What follows belongs to an exercise in optimizing a design on an open flow for small area, a short achievable clock period and few clock cycles per item; a production flow would make more cautious choices.
RTL that was checked went through simulation tests only; none was proved equivalent to the original.
Power figures rest on the tool's default switching activity, not on a simulated workload.

== run X ==
==> flow/design.v (excerpt) <==
module cache_controller(
    input  logic         clk,
    input  logic         rst_n,
    input  logic         read_req,      
    input  logic         write_req,     
    input  logic         cache_flush,   
    input  logic [31:0]  p_addr,        
    output logic [31:0]  m_addr,        
    input  logic [31:0]  p_w_data,      
    output logic [31:0]  p_r_data,      
    input  logic [127:0] m_r_data,      
    output logic [127:0] m_w_data,      
    input  logic         main_mem_ack,  
    output logic         mem_write,     
    output logic         mem_read,      
    output logic         stall,         
    output logic         p_ready        
);
    localparam PB = 3;      
    logic [127:0] line;     
    logic [27:0]  tag;      
    logic         valid;
    logic         dirty;
    logic         hit_r;    
    logic         miss_r;   
    logic         rd_r;     
    logic         wr_r;     
    logic         ack_r;    
    logic [3:0]   selm_r;   
    logic [3:0]   sell_r;   
    logic         rw, match, miss, fill_done, wb_done;
    logic [3:0]   word;     
    logic [3:0]   wsel;     
    logic [3:0]   fsel;     
    logic [3:0]   hold;     
    logic [127:0] line_d;
    assign rw    = read_req | write_req;
    assign match = valid && (tag == p_addr[31:4]);
    assign miss  = !(valid && (tag[PB-1:0] == p_addr[PB+3:4])) || miss_r;
    assign fill_done = rd_r && main_mem_ack;
    assign wb_done   = wr_r && main_mem_ack;
    assign mem_write = dirty && ((rw && miss) || cache_flush);
    assign mem_read  = rw && !dirty && miss;
    assign m_addr    = {(dirty ? tag : p_addr[31:4]), 4'b0000};
    assign m_w_data  = line;
  ...
Size in the first run: about 900 cells after synthesis, about 170 flip-flops, roughly 390 I/O pins.
==> flow/config.mk <==
export PLATFORM = sky130hd
export DESIGN_NAME = cache_controller
export DESIGN_NICKNAME = cache_controller
export VERILOG_FILES = /design/flow/design.v
export SDC_FILE = /design/flow/constraint.sdc
export NUM_CORES = 4
export LEC_CHECK = 0
export CAP_MARGIN = 20
export CORE_MARGIN = 2
export CORE_UTILIZATION = 60
export SETUP_SLACK_MARGIN = 3.0
export SLEW_MARGIN = 20
==> flow/constraint.sdc <==
create_clock -name core_clock -period 6.0 [get_ports {clk}]
set_input_delay 1.2000 -clock core_clock [delete_from_list [all_inputs] [get_ports {clk}]]
set_output_delay 1.2000 -clock core_clock [all_outputs]
set_load 0.01 [all_outputs]
standard.sh (not shown) runs the stock make flow with config.mk's settings and CLKGATE_MAP_FILE= SYNTH_SCRIPT=/design/flow/synth_recipe.tcl, a recipe that flattens the netlist after the stock synthesis.
==> flow/flow/run.sh <==
#!/bin/bash
# Standard layout, with plain buffers on the ports.
cp standard.sh standard_sh_copy.txt
export BUFFER_PORTS_ARGS="-buffer_cell sky130_fd_sc_hd__buf_1"
bash standard.sh > standard.log 2>&1
Run X reached the final stage; the timing, design-rule and antenna checks on its layout passed.
Testbench counts of run X, summed over its fixed seeds: cycles 67,648, items 12,008.
#### Input delta (run P over run X)
- a change of SETUP_SLACK_MARGIN from 3.0 to 2.8
Results
- Per the comparison of run P with run X, clock power grew by about 7%; total via count in the routed design shrank by 198.
- Looking at fraction of final layout cells sized beyond drive strength 1, run P sits below run X.
- Summary — relative slew slack, run P relative to run X: higher, by 5.9 points.
- Run P vs. run X: HPWL after detailed placement increased by about 1.6% relative to the old numbers; routing usage on met1 dropped 0.61 points; share of the clock period used by the worst path after layout saw little to no change; worst setup slack went down by 4.0 ps; final routed wire length divided by cell count decreased about 4.6%.

The RTL this note starts from:
==> flow/design.v <==
module cache_controller(
    input  logic         clk,
    input  logic         rst_n,
    input  logic         read_req,      
    input  logic         write_req,     
    input  logic         cache_flush,   
    input  logic [31:0]  p_addr,        
    output logic [31:0]  m_addr,        
    input  logic [31:0]  p_w_data,      
    output logic [31:0]  p_r_data,      
    input  logic [127:0] m_r_data,      
    output logic [127:0] m_w_data,      
    input  logic         main_mem_ack,  
    output logic         mem_write,     
    output logic         mem_read,      
    output logic         stall,         
    output logic         p_ready        
);
    localparam PB = 3;      
    logic [127:0] line;     
    logic [27:0]  tag;      
    logic         valid;
    logic         dirty;
    logic         hit_r;    
    logic         miss_r;   
    logic         wreq_r;   
    logic [3:0]   ws_r;     
    logic         rd_r;     
    logic         wr_r;     
    logic         ack_r;    
    logic         rw, match, miss, fill_done, wb_done;
    logic [3:0]   word;     
    logic [3:0]   wsel;     
    logic [127:0] line_d;
    assign rw    = read_req | write_req;
    assign match = valid && (tag == p_addr[31:4]);
    assign miss  = !(valid && (tag[PB-1:0] == p_addr[PB+3:4])) || miss_r;
    assign fill_done = rd_r && main_mem_ack;
    assign wb_done   = wr_r && main_mem_ack;
    assign mem_write = dirty && ((rw && miss) || cache_flush);
    assign mem_read  = rw && !dirty && miss;
    assign m_addr    = {(dirty ? tag : p_addr[31:4]), 4'b0000};
    assign m_w_data  = line;
    assign p_ready = (rw && hit_r) || (main_mem_ack && ack_r) || (cache_flush && !dirty);
    assign stall   = (read_req | write_req | cache_flush) & ~p_ready;
    always_comb begin
        for (int k = 0; k < 4; k++) begin
            word[k] = (p_addr[3:2] == 2'(k));
            wsel[k] = ws_r[k] && wreq_r && (hit_r || rd_r);
            line_d[32*k +: 32] = wsel[k] ? p_w_data :
                                 rd_r    ? m_r_data[32*k +: 32] : line[32*k +: 32];
        end
    end
    always_comb begin
        p_r_data = 32'd0;
        for (int k = 0; k < 4; k++)
            p_r_data = p_r_data | ({32{ws_r[k]}} & line_d[32*k +: 32]);
    end
    always_ff @(posedge clk) begin
        line   <= line_d;
        ws_r   <= word;
        wreq_r <= write_req;
        if (fill_done)
            tag <= p_addr[31:4];
    end
    always_ff @(posedge clk or negedge rst_n) begin
        if (!rst_n) begin
            valid  <= 1'b0;
            dirty  <= 1'b0;
            hit_r  <= 1'b0;
            miss_r <= 1'b0;
            rd_r   <= 1'b0;
            wr_r   <= 1'b0;
            ack_r  <= 1'b0;
        end else begin
            hit_r  <= stall && match;
            miss_r <= stall && !match;
            rd_r   <= mem_read && !main_mem_ack;
            wr_r   <= mem_write && !main_mem_ack;
            ack_r  <= (mem_read || (mem_write && cache_flush)) && !main_mem_ack;
            if (fill_done)
                valid <= 1'b1;
            if (wb_done)
                dirty <= 1'b0;
            else if (wreq_r && (hit_r || fill_done))
                dirty <= 1'b1;
        end
    end
endmodule
Settings: LEC_CHECK=0, CAP_MARGIN=20, CORE_MARGIN=2, CORE_UTILIZATION=45, CTS_BUF_LIST=sky130_fd_sc_hd__clkbuf_8, SETUP_SLACK_MARGIN=2.2, SLEW_MARGIN=20; clock period 6.0 ns.
==> flow/flow/run.sh <==
#!/bin/bash
# Standard layout with two changes:
#  - synthesis maps the logic with an area-oriented ABC script
#    (flow/abc_area.script) instead of ORFS's speed script; everything else
#    in the standard flow's synthesis script (synth_recipe.tcl) is kept;
#  - the ports get plain buf_1 buffers (buffer_ports -buffer_cell).
set -euo pipefail
W=$PWD
# synth_recipe.tcl with a wrapper that swaps the ABC script
{
  head -n 1 synth_recipe.tcl
  cat <<EOT
proc abc {args} {
  set i [lsearch -exact \$args -script]
  if {\$i >= 0} { set args [lreplace \$args [expr {\$i+1}] [expr {\$i+1}] $W/flow/abc_area.script] }
  yosys abc {*}\$args
}
EOT
  tail -n +2 synth_recipe.tcl
} > synth_area.tcl
sed "s#SYNTH_SCRIPT=[^ ]*synth_recipe.tcl#SYNTH_SCRIPT=$W/synth_area.tcl#" standard.sh > standard_area.sh
grep -q "SYNTH_SCRIPT=$W/synth_area.tcl" standard_area.sh
export BUFFER_PORTS_ARGS="-buffer_cell sky130_fd_sc_hd__buf_1"
bash standard_area.sh > standard.log 2>&1
==> flow/flow/abc_area.script <==
strash
&get -n
&fraig -x
&put
dc2
strash
&get -n
&dch -f
&nf
&put
==> next run, changes <==
CORE_UTILIZATION = 60   (was 45)
SETUP_SLACK_MARGIN = 2.8   (was 2.2)
Effect: The changed run aborted during global routing (5_1_grt). Synthesized cell count stays the same. Area after synthesis is unchanged.
No functional check of the RTL was part of any run of this note.

Setup of old:
// cache_controller: RTL as listed in full above, without the edits since
clock: 6.0 ns
lec_check: 0
cap_margin: 20
core_margin: 2
core_utilization: 45
cts_buf_list: sky130_fd_sc_hd__clkbuf_8
setup_slack_margin: 2.5
slew_margin: 20
Scripts as last shown in full above: flow/flow/run.sh, flow/flow/abc_area.script
old ended with every stage complete and zero timing, DRC or antenna violations.
Input-level comparison between new and old:
- swapping 2.5 for 2.8 in SETUP_SLACK_MARGIN
## What came out
Every run in the comparison, old and new, completed the flow with a clean layout. new: relative contribution of combinational cells to total power is 3.6 points higher than what old reported. Biggest fanout along the worst timing path ends up higher on new. new against old: worst hold slack shrank by 0.019 ns; total routed wirelength grew by about 11%. new against old: via count saw an increase, post-synthesis to final-layout area growth saw an increase, achievable clock frequency saw a decrease. For old, the critical path endpoint was p_r_data[30], unlike new, where it was p_r_data[6]. Count of cells resized by post-cts repair: old and new compared, lower one is old. Across both runs, initial antenna violation count was higher for new than for old. Net switching share of the total power: new vs old — no meaningful difference.
No run of this note included a check of the RTL's function; only the layout flow was run.

cache_controller, a different RTL version from the one above (not shown whole).
Size in the first run: ~710 cells after synthesis, roughly 170 flip-flops, ~390 I/O pins, about 7400 sq um of cells after synthesis.
==> flow/config.mk <==
export PLATFORM = sky130hd
export DESIGN_NAME = cache_controller
export DESIGN_NICKNAME = cache_controller
export VERILOG_FILES = /design/flow/design.v
export SDC_FILE = /design/flow/constraint.sdc
export NUM_CORES = 4
export LEC_CHECK = 0
export CAP_MARGIN = 20
export CELL_PAD_IN_SITES_DETAIL_PLACEMENT = 1
export CORE_MARGIN = 2
export CORE_UTILIZATION = 50
export CTS_BUF_LIST = sky130_fd_sc_hd__clkbuf_8
export SETUP_SLACK_MARGIN = 2.8
export SLEW_MARGIN = 20
==> flow/constraint.sdc <==
create_clock -name core_clock -period 6.0 [get_ports {clk}]
set_input_delay 1.2000 -clock core_clock [delete_from_list [all_inputs] [get_ports {clk}]]
set_output_delay 1.2000 -clock core_clock [all_outputs]
set_load 0.01 [all_outputs]
==> flow/flow/abc_area.script <==
strash
&get -n
&fraig -x
&put
dc2
strash
&get -n
&dch -f
&nf -R 1000
&put
Scripts as last shown in full above: flow/flow/run.sh
The starting point never finished: it broke off in 5_1_grt.
Testbench counts at the start, summed over its fixed seeds: cycles 67,648, items 12,008.
Change:
- CELL_PAD_IN_SITES_DETAIL_PLACEMENT: 1 -> not set
- SETUP_SLACK_MARGIN: 2.8 -> 2.7
Outcome:
- Now the flow produced a clean layout
- area after synthesis does not change
- synthesized cell count is unchanged
Change:
- SETUP_SLACK_MARGIN: 2.7 -> 2.8
Outcome:
- routed wire length increases slightly
- cell area climbs slightly
- combinational power barely changes
- setup slack gains 0.22 ns
- fmax rose by a few percent
- synthesized cell count stays the same
- total power fell slightly
- synthesized area does not change
- critical path depth goes down by 3
- die area stays the same
- global-route usage rose by 0.26 points
Change:
- SETUP_SLACK_MARGIN: 2.8 -> 3.0
Effect: The changed run produced a clean layout; synthesized cell count is unchanged; synthesized area is unchanged; setup slack gets better by 0.041 ns; final area grows by a few percent; critical path depth grows by 1; combinational power grows by a few percent; routed wire length went up by a few percent; flip-flop and latch count stays the same; utilization rose by 3.6 points; maximum frequency climbs slightly; global-route usage goes up by 1.7 points.
Change:
- SETUP_SLACK_MARGIN: 3.0 -> 2.9
After rerunning:
- cell area drops by 2.6%
- die area does not change
- flip-flop and latch count is unchanged
- critical path depth stays the same

cache_controller, a different RTL version from the one above (not shown whole).
Size in the first run: about 170 flip-flops, roughly 390 I/O pins, about 8600 um^2 of cells after synthesis.
export LEC_CHECK = 0
export CAP_MARGIN = 20
export CORE_MARGIN = 2
export CORE_UTILIZATION = 40
export SETUP_SLACK_MARGIN = 2.5
export SLEW_MARGIN = 20
create_clock -name core_clock -period 6.0 [get_ports {clk}]
==> flow/flow/run.sh <==
#!/bin/bash
# Standard layout, with plain buffers on the ports.
cp standard.sh standard_sh_copy.txt
export BUFFER_PORTS_ARGS="-buffer_cell sky130_fd_sc_hd__buf_2"
bash standard.sh > standard.log 2>&1
==> next run, changes <==
- SETUP_SLACK_MARGIN: 2.5 -> 2.8
=>
- The new run produced a clean layout
- via count rose by 2.3%
- power climbs by 2.7%
- fmax rises by 1.3%
- synthesized area does not change
- core utilization rose by 3.0 points
- worst setup slack improves by 0.043 ns
- count of clock-buffer cells in the layout stays the same
- combinational power grows by about 6%
- routed wire length increases by 2.5%
- final cell count rises by 2.2%
No functional check of the RTL was part of any run of this note.

cache_controller with an RTL version that a note above also has.
Size in the first run: ~8600 um2 of cells after synthesis.
==> flow/config.mk <==
export PLATFORM = sky130hd
export DESIGN_NAME = cache_controller
export DESIGN_NICKNAME = cache_controller
export VERILOG_FILES = /design/flow/design.v
export SDC_FILE = /design/flow/constraint.sdc
export NUM_CORES = 4
export LEC_CHECK = 0
export CAP_MARGIN = 20
export CORE_MARGIN = 2
export CORE_UTILIZATION = 60
export CTS_BUF_LIST = sky130_fd_sc_hd__clkbuf_8
export SETUP_SLACK_MARGIN = 2.8
export SLEW_MARGIN = 20
==> flow/constraint.sdc <==
create_clock -name core_clock -period 6.0 [get_ports {clk}]
set_input_delay 1.2000 -clock core_clock [delete_from_list [all_inputs] [get_ports {clk}]]
set_output_delay 1.2000 -clock core_clock [all_outputs]
set_load 0.01 [all_outputs]
==> flow/flow/run.sh <==
#!/bin/bash
# Standard layout, with plain buffers on the ports.
cp standard.sh standard_sh_copy.txt
export BUFFER_PORTS_ARGS="-buffer_cell sky130_fd_sc_hd__buf_1"
bash standard.sh > standard.log 2>&1
Testbench counts at the start, summed over its fixed seeds: cycles 67,648, items 12,008.
Next try:
==> flow/flow/run.sh (replaced) <==
#!/bin/bash
# Standard layout with two changes:
#  - synthesis maps the logic with an area-oriented ABC script
#    (flow/abc_area.script) instead of ORFS's speed script; everything else
#    in the standard flow's synthesis script (synth_recipe.tcl) is kept;
#  - the ports get plain buf_1 buffers (buffer_ports -buffer_cell).
set -euo pipefail
W=$PWD
# synth_recipe.tcl with a wrapper that swaps the ABC script
{
  head -n 1 synth_recipe.tcl
  cat <<EOT
proc abc {args} {
  set i [lsearch -exact \$args -script]
  if {\$i >= 0} { set args [lreplace \$args [expr {\$i+1}] [expr {\$i+1}] $W/flow/abc_area.script] }
  yosys abc {*}\$args
}
EOT
  tail -n +2 synth_recipe.tcl
} > synth_area.tcl
sed "s#SYNTH_SCRIPT=[^ ]*synth_recipe.tcl#SYNTH_SCRIPT=$W/synth_area.tcl#" standard.sh > standard_area.sh
grep -q "SYNTH_SCRIPT=$W/synth_area.tcl" standard_area.sh
export BUFFER_PORTS_ARGS="-buffer_cell sky130_fd_sc_hd__buf_1"
bash standard_area.sh > standard.log 2>&1
==> flow/flow/abc_area.script (new file) <==
strash
&get -n
&fraig -x
&put
dc2
strash
&get -n
&dch -f
&nf
&put
After rerunning: Wire length came out higher by 13%; total power came out higher by about 1.1%; sequential share of layout area came out higher by 2.2 points; worst setup slack gets worse by 0.13 ns; sequential power hardly moves; final area came out lower by 5.8%; die area came out lower by 12%; area after synthesis came out lower by about 12%; clock power came out lower by about 6%.

cache_controller, a different RTL version from the one above (not shown whole).
For scale: ~170 flip-flops, roughly 8500 sq um of cells after synthesis.
export LEC_CHECK = 0
export CAP_MARGIN = 20
export CORE_MARGIN = 2
export CORE_UTILIZATION = 40
export SETUP_SLACK_MARGIN = 2.8
export SLEW_MARGIN = 20
create_clock -name core_clock -period 6.0 [get_ports {clk}]
==> flow/flow/run.sh <==
#!/bin/bash
# Standard layout, with plain buffers on the ports.
cp standard.sh standard_sh_copy.txt
export BUFFER_PORTS_ARGS="-buffer_cell sky130_fd_sc_hd__buf_2"
bash standard.sh > standard.log 2>&1
The first run completed without violations.
Next try:
SETUP_SLACK_MARGIN = 3.1   (was 2.8)
=> Total power grows by 22%. Via count grows by 8.1%. Routed wire length grows by 16%. Global-route usage grows by 4.0 points. Die area is unchanged. Sequential share of layout area shrinks by 6.3 points. Synthesized cell count does not change. Synthesized area is unchanged. Final area grows by 26%. Worst setup slack is worse by 0.086 ns.
Function was not checked in any run of this note: the RTL went through the layout flow alone.

## the previous run
cache_controller with an RTL version that a note above also has.
Size in the first run: ~170 flip-flops, roughly 390 I/O pins.
==> flow/config.mk <==
export PLATFORM = sky130hd
export DESIGN_NAME = cache_controller
export DESIGN_NICKNAME = cache_controller
export VERILOG_FILES = /design/flow/design.v
export SDC_FILE = /design/flow/constraint.sdc
export NUM_CORES = 4
export LEC_CHECK = 0
export CAP_MARGIN = 20
export CORE_MARGIN = 2
export CORE_UTILIZATION = 60
export CTS_BUF_LIST = sky130_fd_sc_hd__clkbuf_4 sky130_fd_sc_hd__clkbuf_8
export CTS_CLUSTER_SIZE = 30
export SETUP_SLACK_MARGIN = 2.8
export SLEW_MARGIN = 20
==> flow/constraint.sdc <==
create_clock -name core_clock -period 6.0 [get_ports {clk}]
set_input_delay 1.2000 -clock core_clock [delete_from_list [all_inputs] [get_ports {clk}]]
set_output_delay 1.2000 -clock core_clock [all_outputs]
set_load 0.01 [all_outputs]
==> flow/flow/run.sh <==
#!/bin/bash
# Standard layout, with plain buffers on the ports.
cp standard.sh standard_sh_copy.txt
export BUFFER_PORTS_ARGS="-buffer_cell sky130_fd_sc_hd__buf_1"
bash standard.sh > standard.log 2>&1
The previous run finished every step from synthesis to the final layout, and the layout passed the timing, design-rule and antenna checks.
Testbench counts of the previous run, summed over its fixed seeds: cycles 67,648, items 12,008.
Input changes introduced in the current run (baseline for comparison: the previous run):
# the previous run
export LEC_CHECK = 0
export CAP_MARGIN = 20
export CORE_MARGIN = 2
export CORE_UTILIZATION = 60
export CTS_BUF_LIST = sky130_fd_sc_hd__clkbuf_4 sky130_fd_sc_hd__clkbuf_8
export CTS_CLUSTER_SIZE = 30
export SETUP_SLACK_MARGIN = 2.8
export SLEW_MARGIN = 20
create_clock -name core_clock -period 6.0 [get_ports {clk}]
# the current run
export LEC_CHECK = 0
export CAP_MARGIN = 20
export CORE_MARGIN = 2
export CORE_UTILIZATION = 60
export SETUP_SLACK_MARGIN = 2.5
export SLEW_MARGIN = 20
create_clock -name core_clock -period 6.0 [get_ports {clk}]
==> notes.md <==
Per-cell routed wire length: the current run > the previous run
The current run against the previous run; internal portion of total power is up by a little under 10%.
Between the current run and the previous run, it is the current run whose number of nets at the end of the flow is lower, by about 0.55%.
Diff the previous run..the current run | simple-gate area share of the yosys netlist | unchanged
~same number of vias in the routed layout in the current run and the previous run
| worst hold slack | the previous run vs the current run | ≈ equal |
The current run reports its beginning of the critical path as selm_r[3] while the previous run reports p_addr[5].
The current run: combinational cell fraction of total power 2.3 points below the previous run

static timing again, ports no longer ideal:
The results above use ideal ports. As a check the final layouts listed here were re-extracted and re-timed, cells and wires unchanged.
Step 1: set_driving_cell puts a clkbuf_16 on clk and a buf_2 on each other input, an assumption about the parent block.
Step 2 moves the port delays by t, midway between the first and last clock arrival at a register: inputs arrive t later, outputs are due t later. That takes back most of the time a late clock gives input paths.
a / b / c = no drivers / after step 1 / after step 2; a / b = the first two.
run | shift t [ns] | slack for setup (ns) | worst hold slack (ns) | worst setup path after step 2 | latest minus earliest clock arrival (ns)
run X | 0.474 | 2.712 / 2.663 / 2.369 | 0.461 / 0.461 / 0.461 | input to register | 0.010 / 0.009
run P | 0.468 | 2.708 / 2.670 / 2.617 | 0.450 / 0.450 / 0.450 | input to register | 0.010 / 0.010
the first run of note 2 | 0.487 | 2.354 / 2.314 / 2.485 | 0.474 / 0.474 / 0.474 | input to output | 0.016 / 0.015
old | 0.488 | 2.455 / 2.415 / 2.499 | 0.471 / 0.471 / 0.471 | input to output | 0.015 / 0.015
new | 0.509 | 2.431 / 2.387 / 2.124 | 0.451 / 0.451 / 0.451 | input to register | 0.016 / 0.016
the second run of note 4 | 0.510 | 2.553 / 2.575 / 2.065 | 0.452 / 0.452 / 0.452 | input to register | 0.012 / 0.012
the third run of note 4 | 0.530 | 2.773 / 2.745 / 2.296 | 0.455 / 0.455 / 0.455 | input to register | 0.013 / 0.013
the fourth run of note 4 | 0.510 | 2.814 / 2.775 / 2.395 | 0.454 / 0.454 / 0.454 | input to register | 0.016 / 0.015
the fifth run of note 4 | 0.500 | 2.796 / 2.757 / 2.334 | 0.453 / 0.453 / 0.453 | input to register | 0.015 / 0.015
the first run of note 5 | 0.475 | 2.575 / 2.526 / 2.547 | 0.456 / 0.456 / 0.456 | input to output | 0.016 / 0.016
the second run of note 5 | 0.474 | 2.619 / 2.567 / 2.567 | 0.452 / 0.452 / 0.452 | input to output | 0.015 / 0.014
the first run of note 6 | 0.489 | 2.702 / 2.664 / 2.664 | 0.457 / 0.457 / 0.457 | input to output | 0.015 / 0.015
the second run of note 6 | 0.491 | 2.576 / 2.531 / 2.398 | 0.427 / 0.427 / 0.427 | input to register | 0.015 / 0.016
the first run of note 7 | 0.480 | 2.666 / 2.609 / 2.459 | 0.486 / 0.486 / 0.486 | input to register | 0.019 / 0.019
the second run of note 7 | 0.475 | 2.580 / 2.532 / 2.431 | 0.542 / 0.542 / 0.542 | input to register | 0.013 / 0.013
the previous run | 0.497 | 2.700 / 2.662 / 2.652 | 0.452 / 0.452 / 0.452 | input to register | 0.017 / 0.017
the current run | 0.468 | 2.527 / 2.484 / 2.427 | 0.452 / 0.452 / 0.452 | input to register | 0.009 / 0.008
After both steps every run listed still meets setup and hold. For the second run of note 4, which loses most, drivers alone change the setup slack by +0.022 ns; drivers and shift together by -0.488 ns.
